This is an optimization exercise on Yosys and OpenROAD, whose aim is small area, a short achievable clock period and few clock cycles, not a production implementation.
Function was not checked in any run shown here: the RTL went through the layout flow alone.
Power figures rest on the tool's default switching activity, not on a simulated workload.

==> flow/design.v, too long to show whole: its modules and the start of the top module <==
// module booth_mul64: 953 lines
module booth_mul64(clk, reset_n, multiplier, multiplicand, op_start, op_clear, op_done, result);
  // ...
==> flow/flow/run.sh <==
#!/bin/bash
# Layout flow: the standard flow, with the port buffers made of the
# smallest plain buffer instead of the default delay buffer, and no dummy
# loads in the clock tree.
set -o pipefail
export BUFFER_PORTS_ARGS="-buffer_cell sky130_fd_sc_hd__buf_1"
export CTS_ARGS="-sink_clustering_enable -repair_clock_nets -dont_use_dummy_load"
bash standard.sh > standard.log 2>&1
==> flow/standard.sh <==
#!/bin/bash
# synth_recipe.tcl (not shown) runs the flow's synth.tcl, then flattens the netlist and writes it again
# the make line also repeats each setting of config.mk as NAME=value (left out here)
make -C /OpenROAD-flow-scripts/flow DESIGN_CONFIG=/design/flow/config.mk WORK_HOME=/design/flow/orfs CLKGATE_MAP_FILE= SYNTH_SCRIPT=/design/flow/synth_recipe.tcl "${@:-finish}"
==> flow/config.mk <==
export PLATFORM = sky130hd
export DESIGN_NAME = booth_mul64
export DESIGN_NICKNAME = booth_mul64
export VERILOG_FILES = /design/flow/design.v
export SDC_FILE = /design/flow/constraint.sdc
export NUM_CORES = 4
export LEC_CHECK = 0
export CAP_MARGIN = 20
export CORE_MARGIN = 2
export CORE_UTILIZATION = 40
export SETUP_SLACK_MARGIN = 4.0
export SLEW_MARGIN = 20
==> flow/constraint.sdc <==
create_clock -name core_clock -period 7.0 [get_ports {clk}]
set_input_delay 1.4000 -clock core_clock [delete_from_list [all_inputs] [get_ports {clk}]]
set_output_delay 1.4000 -clock core_clock [all_outputs]
set_load 0.01 [all_outputs]
==> reports/qor.yml, run 1 <==
end_kind: "register"
vdd_ir_drop_max_uv: 161
core-area_um2: 57700
fin_nets: 2966
status: "complete, no violations"
pre_cts_slack_ns: 3.22
tritoncts: "done"
area_of_the_multi_input_gates_um2: 15600
post_synth_instance_area_um2: 23300
seq_share: 0.238
p_seq_frac: 0.227
ff_latch_area_um2: 6600
grt.overflow.total: 0
timing.critical_path.required_ns: 7.41
synth.area.top_cells: "sky130_fd_sc_hd__fa_1 (22%), sky130_fd_sc_hd__dfxtp_1 (19%), sky130_fd_sc_hd__a22oi_1 (8.2%)"
rrSetupSlack_ns: 3.89
fin_cells: 3260
clock_tree_area_fraction: 0.0333
total_power_uw: 11200
groute.layer.met3.usage: 0.0807
synth-seq-cells: 291
grt_pass1_vias: 19200
skew_ns: 0.0442
p_clk_frac: 0.148
fill_cell_total_of_the_finished_layout: 5374
dp_hpwl_um: 54600
clock_buffers_created_by_tritoncts: 37
clkTransAtPathRegs_ns: 0.06
clk_root_buffer_cell: "sky130_fd_sc_hd__clkbuf_16"
critical_path.cell_chain: "ha_2 -> a21oi_2 -> o21ai_2 -> a221o_1 -> a211o_4 -> o21ai_4 -> o21ai_4 -> nand3_1 -> o21ai_2 -> fa_2 -> xnor2_2 -> nor2_1 -> a21oi_2 -> o21ai_1"
largest_cell_class: "multi-input gates"
async_reset_ff_frac: 0.0241
power-top-group: "combinational cells"
multi_input_cells: 1515
yosysMostFrequentCell: "sky130_fd_sc_hd__inv_1"
fraction_of_the_yosys_area_taken_by_sequential_cells: 0.279
routed-via-count: 18800
==> inputs of run 2 (changes only) <==
--- a/flow/design.v
+++ b/flow/design.v
@@ -13,2 +13,3 @@
   reg [3:0] bone0, btwo0, bneg0;   
+  reg [3:0] bone1, btwo1, bneg1;   
   assign op_done = st_done;
@@ -18,9 +19,13 @@
   wire [64:0] pp0;
-  assign pp0[64:0] = (({65{bone0[0]}} & xe[64:0]) | ({65{btwo0[0]}} & x2e[64:0])) ^ {65{bneg0[0]}};
+  assign pp0[32:0] = (({33{bone0[0]}} & xe[32:0]) | ({33{btwo0[0]}} & x2e[32:0])) ^ {33{bneg0[0]}};
+  assign pp0[64:33] = (({32{bone1[0]}} | ~xe[64:33]) & ({32{btwo1[0]}} | ~x2e[64:33])) ^ {32{bneg1[0]}};
   wire [64:0] pp1;
-  assign pp1[64:0] = (({65{bone0[1]}} & xe[64:0]) | ({65{btwo0[1]}} & x2e[64:0])) ^ {65{bneg0[1]}};
+  assign pp1[32:0] = (({33{bone0[1]}} & xe[32:0]) | ({33{btwo0[1]}} & x2e[32:0])) ^ {33{bneg0[1]}};
+  assign pp1[64:33] = (({32{bone1[1]}} | ~xe[64:33]) & ({32{btwo1[1]}} | ~x2e[64:33])) ^ {32{bneg1[1]}};
   wire [64:0] pp2;
-  assign pp2[64:0] = (({65{bone0[2]}} & xe[64:0]) | ({65{btwo0[2]}} & x2e[64:0])) ^ {65{bneg0[2]}};
+  assign pp2[32:0] = (({33{bone0[2]}} & xe[32:0]) | ({33{btwo0[2]}} & x2e[32:0])) ^ {33{bneg0[2]}};
+  assign pp2[64:33] = (({32{bone1[2]}} | ~xe[64:33]) & ({32{btwo1[2]}} | ~x2e[64:33])) ^ {32{bneg1[2]}};
   wire [64:0] pp3;
-  assign pp3[64:0] = (({65{bone0[3]}} & xe[64:0]) | ({65{btwo0[3]}} & x2e[64:0])) ^ {65{bneg0[3]}};
+  assign pp3[32:0] = (({33{bone0[3]}} & xe[32:0]) | ({33{btwo0[3]}} & x2e[32:0])) ^ {33{bneg0[3]}};
+  assign pp3[64:33] = (({32{bone1[3]}} | ~xe[64:33]) & ({32{btwo1[3]}} | ~x2e[64:33])) ^ {32{bneg1[3]}};
   wire c8;
@@ -939,2 +944,3 @@
     bone0 <= n_one; btwo0 <= n_two; bneg0 <= n_neg;
+    bone1 <= ~n_one; btwo1 <= ~n_two; bneg1 <= ~n_neg;
     if (st_idle) PL <= multiplier;
==> run 2 against run 1 <==
  * Die area rose by 1.3%
  * Largest power group unchanged
  * Still clean on timing, DRC and antenna
  * Flip-flop and latch count rose by 12
  * Critical path type unchanged
  * Synthesized cell count rose by 3.3%
  * Largest cell class unchanged
==> reports/qor.yml, run 2 <==
cts.sink_count: 303  # was 291
clock_buffers_created_by_tritoncts: 37  # unchanged
power_switching_uw: 4900  # was 5150 uW
std_cell_rows: 89  # was 88
num_io_pins: 261  # unchanged
yosys.area.top_type: "sky130_fd_sc_hd__fa_1"  # unchanged
clkTransAtPathRegs_ns: 0.06  # about the same
dp_hpwl_um: 56000  # was 54600 um
power.density_nw_per_um2: 395  # was 403 nW/um2
hp-class: "register to register"  # unchanged
maxSlewHeadroom: 0.258  # was 0.389
power.combinational.fraction: 0.607  # was 0.625
post_drt_via_cell_ratio: 5.54  # was 5.76
worstMarginPinSlew_ns: 1.11  # was 0.916 ns
rsz0062_at_grt: "true"  # unchanged
synthFlopType: "sky130_fd_sc_hd__dfxtp_1"  # unchanged
clock_tree.htree_level_count: 2  # unchanged
timing.critical_path.from_type: "register"  # unchanged
cts-root-to-sink-buffers: 3  # unchanged
setup.worst_path.start: "C[17]"  # was C[7]
vdd_ir_drop_max_uv: 221  # was 161 uV
skew_ns: 0.0238  # was 0.0442 ns
yosysWarningCount: 1  # unchanged
routed-via-count: 18500  # was 18800
clock_insertion_delay_worst_skew_ns: 0.56  # was 0.57 ns
async_reset_ff_frac: 0.0231  # was 0.0241
layout_min_cycle_time_ns: 3.01  # was 3.11 ns
synth-seq-cells: 303  # was 291
achievable-frequency_ghz: 0.332  # was 0.322 GHz
origin_of_the_critical_flop_to_flop_path: "C[17]"  # was C[7]
drt_pass1_iterations: 5  # unchanged
global_route.usage.total: 0.251  # was 0.279
largest_register_ff_count: 65  # unchanged
finalSetupViolations: 0  # unchanged
end_kind: "register"  # unchanged
critical_path.cell_chain: "ha_1 -> nand4_1 -> nor2_2 -> buf_4 -> a2bb2oi_2 -> o21ai_4 -> o21ai_4 -> o21bai_4 -> a211o_4 -> o311ai_4 -> mux2_4 -> o221ai_2"  # was ha_2 -> a21oi_2 -> o21ai_2 -> a221o_1 -> a211o_4 -> o21ai_4 -> o21ai_4 -> nand3_1 -> o21ai_2 -> fa_2 -> xnor2_2 -> nor2_1 -> a21oi_2 -> o21ai_1
status: "complete, no violations"  # unchanged
yosysTopAreaCellShare: 0.216  # was 0.219
grt_max_degree: 65  # unchanged
dpl-instance-area_um2: 24700  # was 24200 um2
effective_utilization_at_floorplan: 0.403  # was 0.404
fraction_of_the_yosys_area_taken_by_sequential_cells: 0.285  # was 0.279
drt_drc_violations_left: 0  # unchanged
synth.area.top_cells: "sky130_fd_sc_hd__fa_1 (22%), sky130_fd_sc_hd__dfxtp_1 (20%), sky130_fd_sc_hd__edfxtp_1 (8.1%)"  # was sky130_fd_sc_hd__fa_1 (22%), sky130_fd_sc_hd__dfxtp_1 (19%), sky130_fd_sc_hd__a22oi_1 (8.2%)
grt.overflow.total: 0  # unchanged
holdCritStartpoint: "cnt[0]"  # unchanged
yosysMostFrequentCell: "sky130_fd_sc_hd__inv_1"  # unchanged
layout.cells.most_common_list: "sky130_fd_sc_hd__inv_1 (338), sky130_fd_sc_hd__buf_1 (260), sky130_fd_sc_hd__fa_1 (251)"  # was sky130_fd_sc_hd__buf_1 (260), sky130_fd_sc_hd__inv_1 (243), sky130_fd_sc_hd__fa_1 (211)
drive_above_1_share: 0.126  # was 0.191
initial_antenna_violation_count: 0  # unchanged
internal_power_uw: 5820  # was 6050 uW
cp_slowest_cell: "sky130_fd_sc_hd__ha_1"  # was sky130_fd_sc_hd__a211o_4
unique_cell_type_count_in_the_yosys_netlist: 72  # was 70
core-area_um2: 58700  # was 57700 um2
die_width_um: 247  # was 246 um
largestRegisters: "S x65, M x64, PL x64"  # unchanged
criticalPathCategory: "register to register"  # unchanged
fin_nets: 3031  # was 2966
avgSynthCellArea_um2: 9.85  # was 10.0 um2
final-max-slew-violation-count: 0  # unchanged
design_area_um2: 27100  # was 27800 um2
critical_path_data_arrival_time_ns: 3.48  # was 3.52 ns
placement.io_buffers: 260  # unchanged
postSynthCellCount: 2400  # was 2324
critical_path_buf_inv_count: 1  # was 0
worst_path_largest_cell_delay_ns: 0.37  # was 0.41 ns
syn_to_final_growth_pct: 14.8  # was 19.0%
grt_pass1_vias: 18900  # was 19200
post-route-period-util: 0.430  # was 0.444
post_synth_instance_area_um2: 23600  # was 23300 um2
drtIter0Drc: 1788  # was 1777
route.detailed.wl_per_inst_um: 24.0  # was 26.7 um
timing.critical_path.required_ns: 7.47  # was 7.41 ns
maxCapViolCount: 0  # unchanged
syn_nets: 2869  # was 2793
final_hold_viol_count: 0  # unchanged
p_seq_frac: 0.239  # was 0.227
power.static_leakage_uw: 0.0113  # about the same
netlist_top_cells_count: "sky130_fd_sc_hd__inv_1 (344), sky130_fd_sc_hd__fa_1 (255), sky130_fd_sc_hd__dfxtp_1 (232), sky130_fd_sc_hd__xor2_1 (160), sky130_fd_sc_hd__xnor2_1 (153)"  # was sky130_fd_sc_hd__inv_1 (270), sky130_fd_sc_hd__a22oi_1 (256), sky130_fd_sc_hd__fa_1 (255), sky130_fd_sc_hd__dfxtp_1 (220), sky130_fd_sc_hd__xor2_1 (159)
routabilityCongestion: 0.937  # was 0.899
top_register: "S"  # unchanged
hold_slack_ns: 0.429  # was 0.447 ns
die_y_um: 247  # was 246 um
finalWirelength_um: 80000  # was 87000 um
tritoncts: "done"  # unchanged
final_tns_setup_ns: 0  # unchanged
clk_root_buffer_cell: "sky130_fd_sc_hd__clkbuf_16"  # unchanged
critical_path.top_delay_family: "compound AO/OA/AOI/OAI gates"  # unchanged
layout_commonest_cell: "sky130_fd_sc_hd__inv_1"  # was sky130_fd_sc_hd__buf_1
global_route_wire_length_before_repair_um: 116000  # was 125000 um
swShare: 0.457  # was 0.460
drtAntennaViolNets: 0  # unchanged
crit_path_max_fanout: 5  # was 4
synth-edff-count: 64  # unchanged
design.die.area_um2: 61000  # was 60300 um2
crit_path_top_cell_by_count: "sky130_fd_sc_hd__o21ai_4"
p_clk_frac: 0.154  # was 0.148
## run 2: cell families (layout without fill, tap and decap cells)
kind of cell,after synthesis,count (layout),synth area share
AND/OR/NAND/NOR,332,334,0.0687
XOR/XNOR,313,313,0.116
flip-flops,303,303,0.285
adder cells (fa/ha/maj),337,337,0.259
other,0,1,0
multiplexers,65,65,0.0305
AO/OA/AOI/OAI,487,487,0.139
buffers and inverters,563,721,0.101
## run 2: what timing repair did
| item | 4_1_cts | 5_1_grt |
|---|---|---|
| pin swaps | 21 | 30 |
| gates cloned | 1 | 11 |
| buffers inserted | 15 | 22 |
| gates resized for setup | 81 | 143 |
| hold buffers | 0 | 0 |
| setup endpoints to repair | 123 | 57 |
## run 2: stage by stage
step                total power, uW   util  cells  worst slack, ns
floorplan                      6830      -   2400             4.01
global placement               8610  0.422   3246             3.43
finish                        10700  0.462   3334             3.99
global route                  11800  0.462   3333             3.91
CTS                           10500  0.446   3299             3.97
detailed placement             8660  0.422   3246             3.42
## run 2: worst paths after layout
path	to	slack [ns]	cells after the start
worst max-delay path	S[50]	3.99	12
worst min-delay path	cnt[0]	0.43	1
worst max register to register	S[50]	3.99	12
worst min register to register	cnt[0]	0.43	1
max in group asynchronous	st_idle	5.95	1
min in group asynchronous	st_done	0.74	1
## run 2: power groups by stage
stage          registers, uW  clock network, uW  logic, uW
3_3_place_gp            2530                  0       6080
3_5_place_dp            2540                  0       6120
2_1_floorplan           2360                  0       4470
6_report                2560               1660       6510
5_1_grt                 2590               1740       7480
4_1_cts                 2520               1690       6290
## run 2: layout make-up
class,instances,area [um2]
clock buffer,37,926
multi-input combinational,1536,15100
fill,5545,31600
inverter,346,1300
antenna,1,2.50
sequential,303,6840
timing repair buffer,338,1990
tap,773,967
## run 2: metal layers
| layer | wire, um | GRT usage | vias to the layer above |
|---|---|---|---|
| met5 | 0 | 0 | - |
| met1 | 32200 | 0.335 | 9169 |
| met3 | 6640 | 0.0366 | 199 |
| met2 | 37000 | 0.398 | 957 |
| met4 | 4180 | 0.123 | 0 |
| li1 | - | - | 8133 |

-- separate check: timing with driven ports --
The results above use ideal ports. As a check the final layouts listed here were re-extracted and re-timed, cells and wires unchanged. Step 1 (the two cells are an assumption about what drives the block):
set clk [get_ports {clk}]
set_driving_cell -lib_cell sky130_fd_sc_hd__clkbuf_16 $clk
set_driving_cell -lib_cell sky130_fd_sc_hd__buf_2 [delete_from_list [all_inputs] $clk]
Step 2, shift: input delay + t, output delay - t, t = (earliest + latest rising clock arrival at the registers) / 2. This alone moves slack from input paths to output paths. a / b / c = ideal / step 1 / step 2; a / b = the first two.
run | t, ns | slack for setup (ns) | cell pins on the clock port's net
run 1 | 0.609 | 3.890 / 3.890 / 3.890 | 1
run 2 | 0.607 | 3.992 / 3.992 / 3.992 | 1
After both steps setup and hold are still met in every run listed.
